What follows belongs to an exercise in optimizing a design on an open flow for small area and a short achievable clock period; a production flow would make more cautious choices.
In this exercise RTL edits were held to simulation tests only and were not proved equivalent to the original.

<file path="constraint.sdc">
create_clock -name core_clock -period 13.0 [get_ports {clk}]
set_input_delay 2.6000 -clock core_clock [delete_from_list [all_inputs] [get_ports {clk}]]
set_output_delay 2.6000 -clock core_clock [all_outputs]
set_load 0.01 [all_outputs]
</file>
<file path="design.v">
`timescale 1ns / 1ps
module control(
    input clk,
    input [2:0] OPC,
    output clk1,output clk2,output clk3,output clk4,output clk5  
    );
assign clk1=(OPC==0); 
assign clk2=(OPC==1); 
assign clk3=(OPC==2); 
assign clk4=(OPC==3); 
assign clk5=(OPC==4); 
endmodule
`timescale 1ns / 1ps
module ieeesub(input opc,
    output reg [31:0] out,
    input clk,
    input en,
    input [31:0] A,
    input [31:0] B
    );
reg [7:0]e_sam,e_diff;
reg [23:0]m;
reg [24:0]m_add,m_sub;
reg [4:0]i_baf,i;
reg x;
reg [31:0]X1,X2,X3;
always @(posedge clk)
    if(en)
    begin
    if(opc==0)
    begin
        X1=(A[30:0]>B[30:0])?A:B;
        X2=(A[30:0]<B[30:0])?A:B;
        out[31]=X1[31];
        e_diff=X1[30:23]-X2[30:23];
        e_sam=X1[30:23];
        m={1'b1,X2[22:0]}>>e_diff;
        if(X1[31]==X2[31])
            begin
                m_add={1'b1,X1[22:0]}+m;
                out[22:0]=(m_add[24]==1)?m_add[23:1]:m_add[22:0];
                out[30:23]=(m_add[24]==1)?(e_sam+1):e_sam;      
            end
         else
            begin
                m_add={1'b1,X1[22:0]}-m;
                i_baf=23;i=23; x=0;
                for (i=23;i>0;i=i-1)
                      begin
                           if((m_add[i]==1) && (x==0))
                                  begin
                                     i_baf=i;
                                     x=1;
                                     end
                       end
                 m_sub[23:0]=m_add[23:0]<<(23-i_baf);
                 out[22:0]=m_sub[22:0];
                 out[30:23]=e_sam-(23-i_baf);       
            end
    end 
        else
        begin
        X3={~B[31],B[30:0]};
        X1=(A[30:0]>B[30:0])?A:X3;
        X2=(A[30:0]<B[30:0])?A:X3;
        out[31]=X1[31];
        e_diff=X1[30:23]-X2[30:23];
        e_sam=X1[30:23];
        m={1'b1,X2[22:0]}>>e_diff;
        if(X1[31]==X2[31])
            begin
                m_add={1'b1,X1[22:0]}+m;
                out[22:0]=(m_add[24]==1)?m_add[23:1]:m_add[22:0];
                out[30:23]=(m_add[24]==1)?(e_sam+1):e_sam;      
            end
         else
            begin
                m_add={1'b1,X1[22:0]}-m;
                i_baf=23;i=23; x=0;
                for (i=23;i>0;i=i-1)
                      begin
                           if((m_add[i]==1) && (x==0))
                                  begin
                                     i_baf=i;
                                     x=1;
                                     end
                       end
                 m_sub[23:0]=m_add[23:0]<<(23-i_baf);
                 out[22:0]=m_sub[22:0];
                 out[30:23]=e_sam-(23-i_baf);       
            end
    end      
    end
endmodule
`timescale 1ns / 1ps
module ieeemul(output reg [31:0] ans,
    input clk,
    input en,
    input [31:0] A,
    input [31:0] B
    );
reg [47:0]inter;
always @ (posedge clk)
if(en)
begin
if(A ==0 | B==0)
ans=0;
else
begin
    ans[31]=A[31]^B[31];
    inter[47:0]={1'b1,A[22:0]}*{1'b1,B[22:0]};
    if (inter[47]==1)
        begin
        ans[30:23]=(A[30:23]+B[30:23]-8'd126);
        ans[22:0]=inter[46:24];
        end
    else
    begin
        ans[30:23]=(A[30:23]+B[30:23]-8'd127);
        ans[22:0]=inter[45:23];
        end
    end
end
endmodule
`timescale 1ns / 1ps
module ieeedivision(
    output reg [31:0] out,
    input [31:0] A,
    input [31:0] B,
    input clk,
    input en
    );
reg [26:0]X,Y,Z,W,V;
reg [3:0]Q;
reg [26:0]M;
reg k;
always @ (posedge clk)
if(en)
begin
    out[31]=A[31]^B[31];
    X={1'b1,25'd0}-{3'b001,B[22:0]};
    Y={1'b1,25'd0}-(2*{3'b001,B[22:0]});
    Z={1'b1,25'd0}-(3*{3'b001,B[22:0]});
    W={1'b1,25'd0}-(4*{3'b001,B[22:0]});
    V={1'b1,25'd0}-(5*{3'b001,B[22:0]});
    if(X[26]==1)
        Q=3'd0;
    else if(Y[26]==1)
        Q=3'd1;
    else if(Z[26]==1)
        Q=3'd2;
    else if(W[26]==1)
        Q=3'd3;
    else if(V[26]==1)
        Q=3'd4;
    M={1'b1,A[22:0]}*Q;
          out[30:23]=(M[26]==1) ? (A[30:23]-B[30:23]+8'd126) :(A[30:23]-B[30:23]+8'd127);
          out[22:0]=(M[26]==1)  ? M[25:3] : M[24:2];
end    
endmodule
`timescale 1ns / 1ps
module ieecomp(output reg AEB,output reg AGB,output reg ALB,
    input clk,
    input en,
    input [31:0] A,
    input [31:0] B
    );
reg [31:0]D;
always @ (posedge clk)
if(en)
begin
AEB=0;ALB=0;AGB=0;
    if(A[31]^B[31]==0)
        begin
                D=A[30:0]-B[30:0];
                if(D==0)
                    AEB=1'b1;
                else if(D[31]==1)
                    if(A[31]==1)
                    ALB=1'b1;
                    else
                    AGB=1'b1;
                else
                    if(A[31]==1)
                    AGB=1'b1;
                    else
                    ALB=1'b1;       
        end
    else
        if(A[31]==1)
                ALB=1'b1;
        else
                AGB=1'b1;
end
endmodule
`timescale 1ns / 1ps
module finalmux(
    input [31:0] add1,
    input [31:0] sub1,
    input [31:0] mul1,
    input [31:0] div1,
    input ce,
    input cg,
    input cl,
    input [2:0] opc,
    output reg [31:0] OUT,
    output reg AEB,
    output reg AGB,
    output reg ALB
    );
always @ (opc,add1,sub1,mul1,div1,ce,cg,cl)
begin
    if(opc==0)
        begin
        OUT=add1;
        AEB=0;AGB=0;ALB=0;
        end
    else if(opc==1)
        begin
        OUT=sub1;
        AEB=0;AGB=0;ALB=0;
        end
    else if(opc==2)
        begin
        OUT=mul1;
        AEB=0;AGB=0;ALB=0;
        end
    else if(opc==3)
        begin
        OUT=div1;
        AEB=0;AGB=0;ALB=0;
        end
    else if (opc==4)
        begin
        OUT=0;
        AEB=ce;ALB=cl;AGB=cg;
        end
    else
    begin
    OUT=0;
     AEB=0;ALB=0;AGB=0;
     end
end
endmodule
`timescale 1ns / 1ps
module FPU(
    input clk,
    input [31:0] A,
    input [31:0] B,
    input [2:0] OPC,
    output [31:0] OUT,
    output AEB,
    output ALB,
    output AGB
    );
wire clk1,clk2,clk3,clk4,clk5;
wire [31:0]o1,o2,o3,o4;
wire aeb,alb,agb;
control X1(clk,OPC,clk1,clk2,clk3,clk4,clk5);
ieeesub X2(1'b0,o1,clk,clk1,A,B);
ieeesub X3(1'b1,o2,clk,clk2,A,B);
ieeemul x4(o3,clk,clk3,A,B);
ieeedivision x5(o4,A,B,clk,clk4);
ieecomp x6(aeb,agb,alb,clk,clk5,A,B);
finalmux x7(o1,o2,o3,o4,aeb,agb,alb,OPC,OUT,AEB,AGB,ALB);
endmodule
</file>
<file path="config.mk">
export PLATFORM = sky130hd
export DESIGN_NAME = FPU
export DESIGN_NICKNAME = FPU
export VERILOG_FILES = /design/flow/design.v
export SDC_FILE = /design/flow/constraint.sdc
export NUM_CORES = 4
export LEC_CHECK = 0
export CAP_MARGIN = 20
export CORE_MARGIN = 2
export CORE_UTILIZATION = 40
export SLEW_MARGIN = 20
</file>
<file path="run.sh">
#!/bin/bash
# synth_recipe.tcl (not shown) runs the flow's synth.tcl, then flattens the netlist and writes it again
# the make line also repeats each setting of config.mk as NAME=value (left out here)
make -C /OpenROAD-flow-scripts/flow DESIGN_CONFIG=/design/flow/config.mk WORK_HOME=/design/flow/orfs CLKGATE_MAP_FILE= SYNTH_SCRIPT=/design/flow/synth_recipe.tcl finish
</file>
==> reports/qor.csv, run 1 <==
stage,metric,value,unit
outcome,status,timing/DRC/antenna clean,
floorplanning,initial_core_util,0.404,
routing,ant_nets,0,
routing,first_pass_iters,5,
floorplanning,fp-row-count,114,
clock_tree,root_buffer,clkbuf_16,
critical_path,timing.critical_path.arrival,12590,ps
grt,grt_pass1_wl,208,mm
logic_synthesis,synth_seq_area_share,0.104,
critical_path,r2r-end,x5.out[12],
timing,slew_headroom,0.277,
timing,tns,0,ps
floorplanning,chipHeight,317,um
logic_synthesis,synthArstFlopShare,0,
critical_path,r2r_slack,6530,ps
critical_path,end_kind,flop,
cells_and_area,drive_above_1_share,0.103,
cells_and_area,syn_to_final_growth,12.0,%
clock_tree,cts.clk_slew.worst_paths,70,ps
timing,rsz0062_at_grt,no,
timing,worst_pin_slew,1080,ps
timing,hold_violations,0,
cells_and_area,final_cell_mix,"inv_1 (730), nand2_1 (580), fa_1 (530)",
logic_synthesis,synth_cell_types,104,
critical_path,max_stage_delay,560,ps
critical_path,path_max_fanout,9,
timing,fin_crit_sh,0.956,
timing,setup_viol,0,
floorplanning,die_w,317,um
floorplanning,core_area,96900,um^2
clock_tree,holdBufCountCts,0,
cells_and_area,final_cells,6050,
clock_tree,insertion_delay,430,ps
critical_path,worst_setup_path_start_kind,input pin,
logic_synthesis,ys_ff_latch,135,
place,gp_congestion,0.994,
cells_and_area,seqCellArea,4050,um^2
clock_tree,cts_buffer_depth,2,
logic_synthesis,synth_top_flop_cell,edfxtp_1,
logic_synthesis,syn-num-nets,5590,
routing,first_iter_violations,2809,
grt,grt_max_degree,54,
grt,grt_usage,0.272,
routing,finalWirelength,134,mm
timing,drv_slew,0,
cells_and_area,fillCellCount,9460,
hold_path,hold_end,x5.Q[1],
clock_tree,htree_levels,4,
logic_synthesis,synth_edf_count,135,
floorplanning,io_pins,103,
critical_path,crit_required,13170,ps
place,placed_cells,6013,
timing,fmax,80.5,MHz
critical_path,worst_path_max_delay_cell,clkdlybuf4s50_1,
hold_path,min_from,x5.Q[1],
cells_and_area,mostFrequentLayoutCell,inv_1,
floorplanning,dieArea,100000,um^2
clock_tree,cts.sink_count,135,
place,dp_hpwl,106,mm
hold_path,hold_class,flop to flop,
cells_and_area,nets,5776,
hold_path,min_path_cells,2,
critical_path,critPathKind,input pin to flop,
critical_path,reg2reg_depth,23,
timing,fin_crit,12420,ps
logic_synthesis,syn_area_per_cell,8.56,um^2
critical_path,r2r_start,x5.Q[2],
routing,wl_per_cell,22.1,um
logic_synthesis,postSynthCellCount,4573,
routing,via_count,33791,
routing,routed_via_density,5.59,
clock_tree,cts_tree,yes,
grt,antenna_found_initial,2,
grt,grt_overflow,0,
logic_synthesis,synth_area,39200,um^2
cells_and_area,multi_input_area,31500,um^2
job,max-cap-violations,0,
grt,first_global_vias,33974,
place,numPortBuffers,102,
logic_synthesis,synth_warnings,5,
timing,fin_skew,13.6,ps
routing,drc,0,
clock_tree,cts-buffers-inserted,17,
[worst max path at each step]
stage / from / endpoint / slack, ps / cells past startpoint
global placement: B[12] / X3.out[28] / -20 / 45
global route: A[0] / X3.out[30] / 9 / 51
detailed placement: B[12] / X2.out[30] / -9 / 44
floorplan: A[0] / X2.out[30] / 30 / 56
finish: A[0] / X3.out[30] / 580 / 49
CTS: B[12] / X3.out[30] / 410 / 44
[cell families after synthesis]
| family | Yosys count | synth area share |
|---|---|---|
| fa+ha+maj | 956 | 0.407 |
| mux | 195 | 0.0622 |
| flops | 135 | 0.104 |
| compound gates | 738 | 0.123 |
| xor+xnor | 149 | 0.0333 |
| simple gates | 1424 | 0.176 |
| buf+inv | 976 | 0.0950 |
[critical path, delay by kind of cell]
kind                       cells  cell delay, ps
AOI/OAI and AO/OA             21            4330
xor gates and xnor gates       2             570
adders and majority gates      8            2420
buffers and inverters          5            1050
muxes                          2             300
and+or+nand+nor               11            1330
[synthesized netlist by cell type (22+ instances only)]
library cell | n | share of area
a211oi_1 | 28 | 0.0054
fa_1 | 532 | 0.27
nand3_1 | 51 | 0.0065
xnor2_1 | 105 | 0.023
clkbuf_1 | 187 | 0.018
xor2_1 | 44 | 0.0098
o21bai_1 | 23 | 0.0044
nor4_1 | 26 | 0.0042
ha_1 | 417 | 0.13
mux2_2 | 38 | 0.011
nor3_1 | 81 | 0.010
o21ai_0 | 164 | 0.021
a21oi_1 | 191 | 0.024
nor2b_1 | 67 | 0.011
a21o_1 | 57 | 0.011
o22ai_1 | 27 | 0.0043
and2_1 | 221 | 0.035
mux2i_1 | 122 | 0.031
nand2b_1 | 35 | 0.0056
o21a_1 | 28 | 0.0054
buf_2 | 22 | 0.0028
nor2_1 | 235 | 0.023
inv_1 | 730 | 0.070
nand2_1 | 580 | 0.056
nand4_1 | 24 | 0.0038
mux4_2 | 35 | 0.020
buf_1 | 27 | 0.0026
edfxtp_1 | 135 | 0.10
[metrics by stage]
step	cell area (um^2)	setup slack (ps)	hold slack, ps	utilization
finish	43900	576	764	0.453
CTS	43800	411	745	0.452
floorplan	39300	28.7	875	-
global route	43900	9.48	780	0.453
global placement	43200	-18.7	713	0.446
detailed placement	43200	-8.53	718	0.446
[timing repair]
item / in CTS / in global routing
setup buffers: 0 / 2
setup endpoints to repair: 0 / 25
gates resized for setup: 0 / 8
[routing by layer]
layer	track usage	wire, um	vias up
li1	-	-	15419
met1	0.368	57100	16772
met2	0.447	61900	1336
met3	0.0378	9690	262
met4	0.0901	5130	2
met5	0	13	-
[registers in the layout, indices dropped and copies added (netlist names)]
| signal | cells |
|---|---|
| X2.out | 32 |
| X3.out | 32 |
| x4.ans | 32 |
| x5.Q | 4 |
| x5.out | 32 |
| x6.AEB | 1 |
| x6.AGB | 1 |
| x6.ALB | 1 |
[layout make-up]
| type | count | share of cell area |
|---|---|---|
| clock inverter | 13 | 0.00388 |
| sequential | 135 | 0.0924 |
| antenna | 2 | 0.000114 |
| tap | 1276 | 0.0364 |
| multi-input combinational | 3462 | 0.718 |
| timing repair buffer | 408 | 0.0759 |
| inverter | 735 | 0.0630 |
| clock buffer | 19 | 0.00987 |
==> inputs of run 2 (changes only) <==
==> design.v (replaced) <==
module control(
    input clk,
    input [31:0] d_out,
    input d_aeb,
    input d_alb,
    input d_agb,
    output reg [31:0] q_out,
    output reg q_aeb,
    output reg q_alb,
    output reg q_agb
    );
always @(posedge clk) begin
    q_out <= d_out;
    q_aeb <= d_aeb;
    q_alb <= d_alb;
    q_agb <= d_agb;
end
endmodule
module ieeesub(
    input sub,
    input [31:0] A,
    input [31:0] B,
    input gt,
    input eq,
    output [31:0] out
    );
wire bs = B[31] ^ sub;
wire [30:0] mx   = gt ? A[30:0] : B[30:0];
wire [30:0] mn = gt ? B[30:0] : A[30:0];
wire sign = gt ? A[31] : bs;
wire effsub = (A[31] ^ bs) & ~eq;
wire [7:0] ediff = mx[30:23] - mn[30:23];
wire [23:0] sm = {1'b1, mn[22:0]} >> ediff;
wire [24:0] mb = {2'b01, mx[22:0]};
wire [24:0] s = effsub ? (mb - {1'b0, sm}) : (mb + {1'b0, sm});
wire [22:0] am = s[24] ? s[23:1] : s[22:0];
wire [7:0]  ae = mx[30:23] + {7'd0, s[24]};
reg [4:0] lz;
integer i;
always @* begin
    lz = 5'd0;
    for (i = 1; i <= 23; i = i + 1)
        if (s[i]) lz = 5'd23 - i[4:0];
end
wire [23:0] sl = s[23:0] << lz;
wire [22:0] smn = sl[22:0];
wire [7:0]  se = mx[30:23] - {3'd0, lz};
assign out = effsub ? {sign, se, smn} : {sign, ae, am};
endmodule
module ieeemul(
    input [31:0] A,
    input [31:0] B,
    output [31:0] ans
    );
wire [47:0] p = {1'b1, A[22:0]} * {1'b1, B[22:0]};
wire zero = (A == 32'd0) | (B == 32'd0);
wire [7:0] e = A[30:23] + B[30:23] + 8'd129 + {7'd0, p[47]};
wire [22:0] m = p[47] ? p[46:24] : p[45:23];
assign ans = zero ? 32'd0 : {A[31] ^ B[31], e, m};
endmodule
module ieeedivision(
    input [31:0] A,
    input [31:0] B,
    output [31:0] out
    );
wire [23:0] a = {1'b1, A[22:0]};
wire [25:0] a3 = {2'b00, a} + {1'b0, a, 1'b0};
wire q2 = B[22:0] > 23'd2796202;    
wire q4 = B[22:0] == 23'd0;
wire [22:0] m = q2 ? a[23:1] : (q4 ? a[22:0] : a3[24:2]);
wire [7:0] e = A[30:23] - B[30:23] + 8'd127;
assign out = {A[31] ^ B[31], e, m};
endmodule
module ieecomp(
    input [31:0] A,
    input [31:0] B,
    output gt,
    output eq,
    output ceq,
    output clt,
    output cgt
    );
assign gt = A[30:0] > B[30:0];
assign eq = A[30:0] == B[30:0];
wire lt = ~gt & ~eq;
wire same = ~(A[31] ^ B[31]);
assign ceq = same & eq;
assign cgt = same ? (~eq & (lt ^ A[31])) : ~A[31];
assign clt = same ? (~eq & ~(lt ^ A[31])) : A[31];
endmodule
module finalmux(
    input [2:0] opc,
    input [31:0] as_r,
    input [31:0] mul_r,
    input [31:0] div_r,
    input ceq,
    input clt,
    input cgt,
    output reg [31:0] out,
    output aeb,
    output alb,
    output agb
    );
always @* begin
    case (opc)
        3'd0, 3'd1: out = as_r;
        3'd2:       out = mul_r;
        3'd3:       out = div_r;
        default:    out = 32'd0;
    endcase
end
wire is_cmp = (opc == 3'd4);
assign aeb = is_cmp & ceq;
assign alb = is_cmp & clt;
assign agb = is_cmp & cgt;
endmodule
module FPU(
    input clk,
    input [31:0] A,
    input [31:0] B,
    input [2:0] OPC,
    output [31:0] OUT,
    output AEB,
    output ALB,
    output AGB
    );
wire gt, eq;
wire [31:0] o_as, o_mul, o_div;
wire ceq, clt, cgt;
wire [31:0] nxt_out;
wire nxt_aeb, nxt_alb, nxt_agb;
ieecomp      x6(A, B, gt, eq, ceq, clt, cgt);
ieeesub      x2(OPC[0], A, B, gt, eq, o_as);
ieeemul      x4(A, B, o_mul);
ieeedivision x5(A, B, o_div);
finalmux     x7(OPC, o_as, o_mul, o_div, ceq, clt, cgt, nxt_out, nxt_aeb, nxt_alb, nxt_agb);
control      x1(clk, nxt_out, nxt_aeb, nxt_alb, nxt_agb, OUT, AEB, ALB, AGB);
endmodule
==> run 2 against run 1 <==
Compared with the run above: critical path depth fell by 10; die area decreased by 25%; sequential share of layout area down 7.2 points; worst setup slack got worse by 330 ps; synthesized cell count shrank 20%; first-iteration DRC count grew 11%; design area down 21%; hold slack better by 2300 ps.
==> reports/qor.csv, run 2 <==
stage,metric,value,unit
outcome,status,timing/DRC/antenna clean,
routing,finalWirelength,117,mm
timing,drv_slew,0,
cells_and_area,syn_to_final_growth,17.6,%
timing,hold_violations,0,
timing,fin_crit_sh,0.981,
critical_path,path_max_fanout,21,
logic_synthesis,syn-num-nets,4541,
floorplanning,chipHeight,275,um
logic_synthesis,synth_edf_count,0,
logic_synthesis,synth_area,29300,um^2
critical_path,crit_path_frequent_cell,fa_1,
cells_and_area,mostFrequentLayoutCell,inv_1,
floorplanning,fp-row-count,99,
routing,wl_per_cell,23.5,um
logic_synthesis,synth_cell_types,112,
logic_synthesis,synthMostInstantiatedCell,inv_1,
timing,fmax,78.4,MHz
critical_path,end_kind,flop,
grt,grt_usage,0.312,
critical_path,crit_end,x1.q_out[29],
routing,drc,0,
logic_synthesis,postSynthCellCount,3677,
critical_path,critPathBufInv,8,
logic_synthesis,syn_area_per_cell,7.97,um^2
logic_synthesis,ys_top_cells_by_count,"inv_1 (644), fa_1 (490), nand2_1 (455)",
hold_path,hold_class,input pin to flop,
clock_tree,cts.sink_count,35,
cells_and_area,regMostFlops,x1.q_out,
timing,setup_ws,242,ps
cells_and_area,final_cells,4977,
critical_path,timing.critical_path.arrival,12890,ps
logic_synthesis,ys_ff_latch,35,
timing,slew_headroom,0.263,
logic_synthesis,synthArstFlopShare,0,
grt,grt_overflow,0,
place,gp_congestion,1.01,
floorplanning,dieArea,75400,um^2
clock_tree,root_buffer,clkbuf_16,
clock_tree,holdBufCountCts,0,
critical_path,critPathLaunch,A[4],
floorplanning,die_w,275,um
cells_and_area,seqCellArea,701,um^2
logic_synthesis,synth_top_flop_cell,dfxtp_1,
routing,via_count,28566,
logic_synthesis,synth_area_leader_cell,fa_1,
place,dp_hpwl,95.1,mm
critical_path,crit_required,13130,ps
clock_tree,cts-buffers-inserted,5,
timing,setup_viol,0,
critical_path,critical_path.top_delay_family,adder cells,
grt,first_global_vias,28466,
grt,grt_max_degree,42,
clock_tree,cts_tree,yes,
critical_path,critPathKind,input pin to flop,
timing,worst_pin_slew,1110,ps
clock_tree,cts.clk_slew.worst_paths,60,ps
grt,grt_pass1_wl,177,mm
cells_and_area,drive_above_1_share,0.144,
logic_synthesis,synth_warnings,3,
logic_synthesis,synth_seq_area_share,0.0239,
logic_synthesis,synth.area.top_cells,"fa_1 (33%), ha_1 (13%), inv_1 (8.2%)",
clock_tree,cts_buffer_depth,2,
critical_path,worst_path_max_delay_cell,fa_1,
job,max-cap-violations,0,
cells_and_area,fillCellCount,7240,
routing,first_iter_violations,3110,
logic_synthesis,synth_top_area_share,0.335,
clock_tree,htree_levels,2,
place,numPortBuffers,102,
cells_and_area,final_core_util,0.474,
cells_and_area,largest_reg_flops,32,
place,placed_cells,4960,
critical_path,worst_setup_path_start_kind,input pin,
critical_path,cp.depth,39,
routing,routed_via_density,5.74,
cells_and_area,final_cell_mix,"inv_1 (639), fa_1 (490), nand2_1 (455)",
routing,ant_nets,0,
floorplanning,io_pins,103,
floorplanning,core_area,72700,um^2
place,pre_cts_ws,-333,ps
critical_path,max_stage_delay,550,ps
cells_and_area,multi_input_area,25400,um^2
cells_and_area,nets,4880,
routing,first_pass_iters,5,
timing,fin_crit,12760,ps
grt,antenna_found_initial,3,
floorplanning,initial_core_util,0.403,
-- run 2: worst min path at each step --
stage	from	endpoint	slack, ps	cells past startpoint
floorplan	OPC[2]	x1.q_out[27]	2670	1
global placement	x1.q_out[8]	OUT[8]	3340	1
global route	OPC[2]	x1.q_out[27]	3090	2
finish	OPC[2]	x1.q_out[28]	3050	2
detailed placement	x1.q_out[8]	OUT[8]	3340	1
CTS	OPC[2]	x1.q_out[28]	3060	2
-- run 2: layout make-up --
cell class | instances | share of cell area
clock inverters | 1 | 0.000254
flip-flops and latches | 35 | 0.0203
inverters | 648 | 0.0709
repair buffers | 556 | 0.133
diodes | 1 | 0.0000726
multi-input cells | 2770 | 0.736
well taps | 959 | 0.0348
clock buffers | 7 | 0.00414
-- run 2: cells by family after synthesis --
family                     after synthesis  synth area share
adders and majority gates              796             0.465
xor gates and xnor gates               105            0.0322
buffers and inverters                  872             0.115
AOI/OAI and AO/OA                      717             0.168
DFF                                     35            0.0239
muxes                                   65            0.0288
and+or+nand+nor                       1087             0.166
-- run 2: through the flow --
stage / TNS, ps / hold slack, ps / cell area, um^2
2_1_floorplan: 0 / 2670 / 29300
3_3_place_gp: -541 / 3340 / 34100
3_5_place_dp: -617 / 3340 / 34100
4_1_cts: 0 / 3060 / 34200
5_1_grt: -21.4 / 3090 / 34500
6_report: 0 / 3050 / 34500
-- run 2: layer usage --
layer  vias to the layer above  routed length [um]  track usage  part of all wire
li1                      12698                   -            -                 -
met1                     14024               47700        0.422              0.41
met2                      1534               50600        0.487              0.43
met3                       306               11900       0.0611              0.10
met4                         4                6680        0.135             0.057
met5                         -                 122            0            0.0010
-- run 2: repair_timing --
action / 4_1_cts / 5_1_grt
pin swaps: 0 / 16
buffers inserted: 0 / 8
endpoints found under the setup margin: 1 / 5
gates resized for setup: 2 / 49

[separate check: timing with driven ports]
Ports are ideal in the flow. The routed layouts listed here were re-timed in OpenROAD.
Step 1 sets driving cells, clkbuf_16 on the clock port and buf_2 on the other inputs (assumed; they add their load-dependent delay and slew).
Step 2 also shifts input and output timing later by t, the mid clock arrival at the registers, as if the neighbouring blocks saw the same clock.
Three values: no drivers, after step 1, after step 2; two values: the first two.
run | t, ns | slack for setup (ns) | clock arrival spread, ns | worst data-port slew with drivers (ns) | pins driven straight from the clock port
run 1 | 0.481 | 0.576 / 0.587 / 0.105 | 0.021 / 0.021 | 0.06 | 1
run 2 | 0.325 | 0.242 / 0.255 / -0.070 | 0.010 / 0.010 | 0.05 | 1
With both steps, setup timing fails in run 2, where it was met with ideal ports. The setup slack of run 1, which loses most, moves by +0.011 ns with the drivers and by -0.471 ns with both steps.
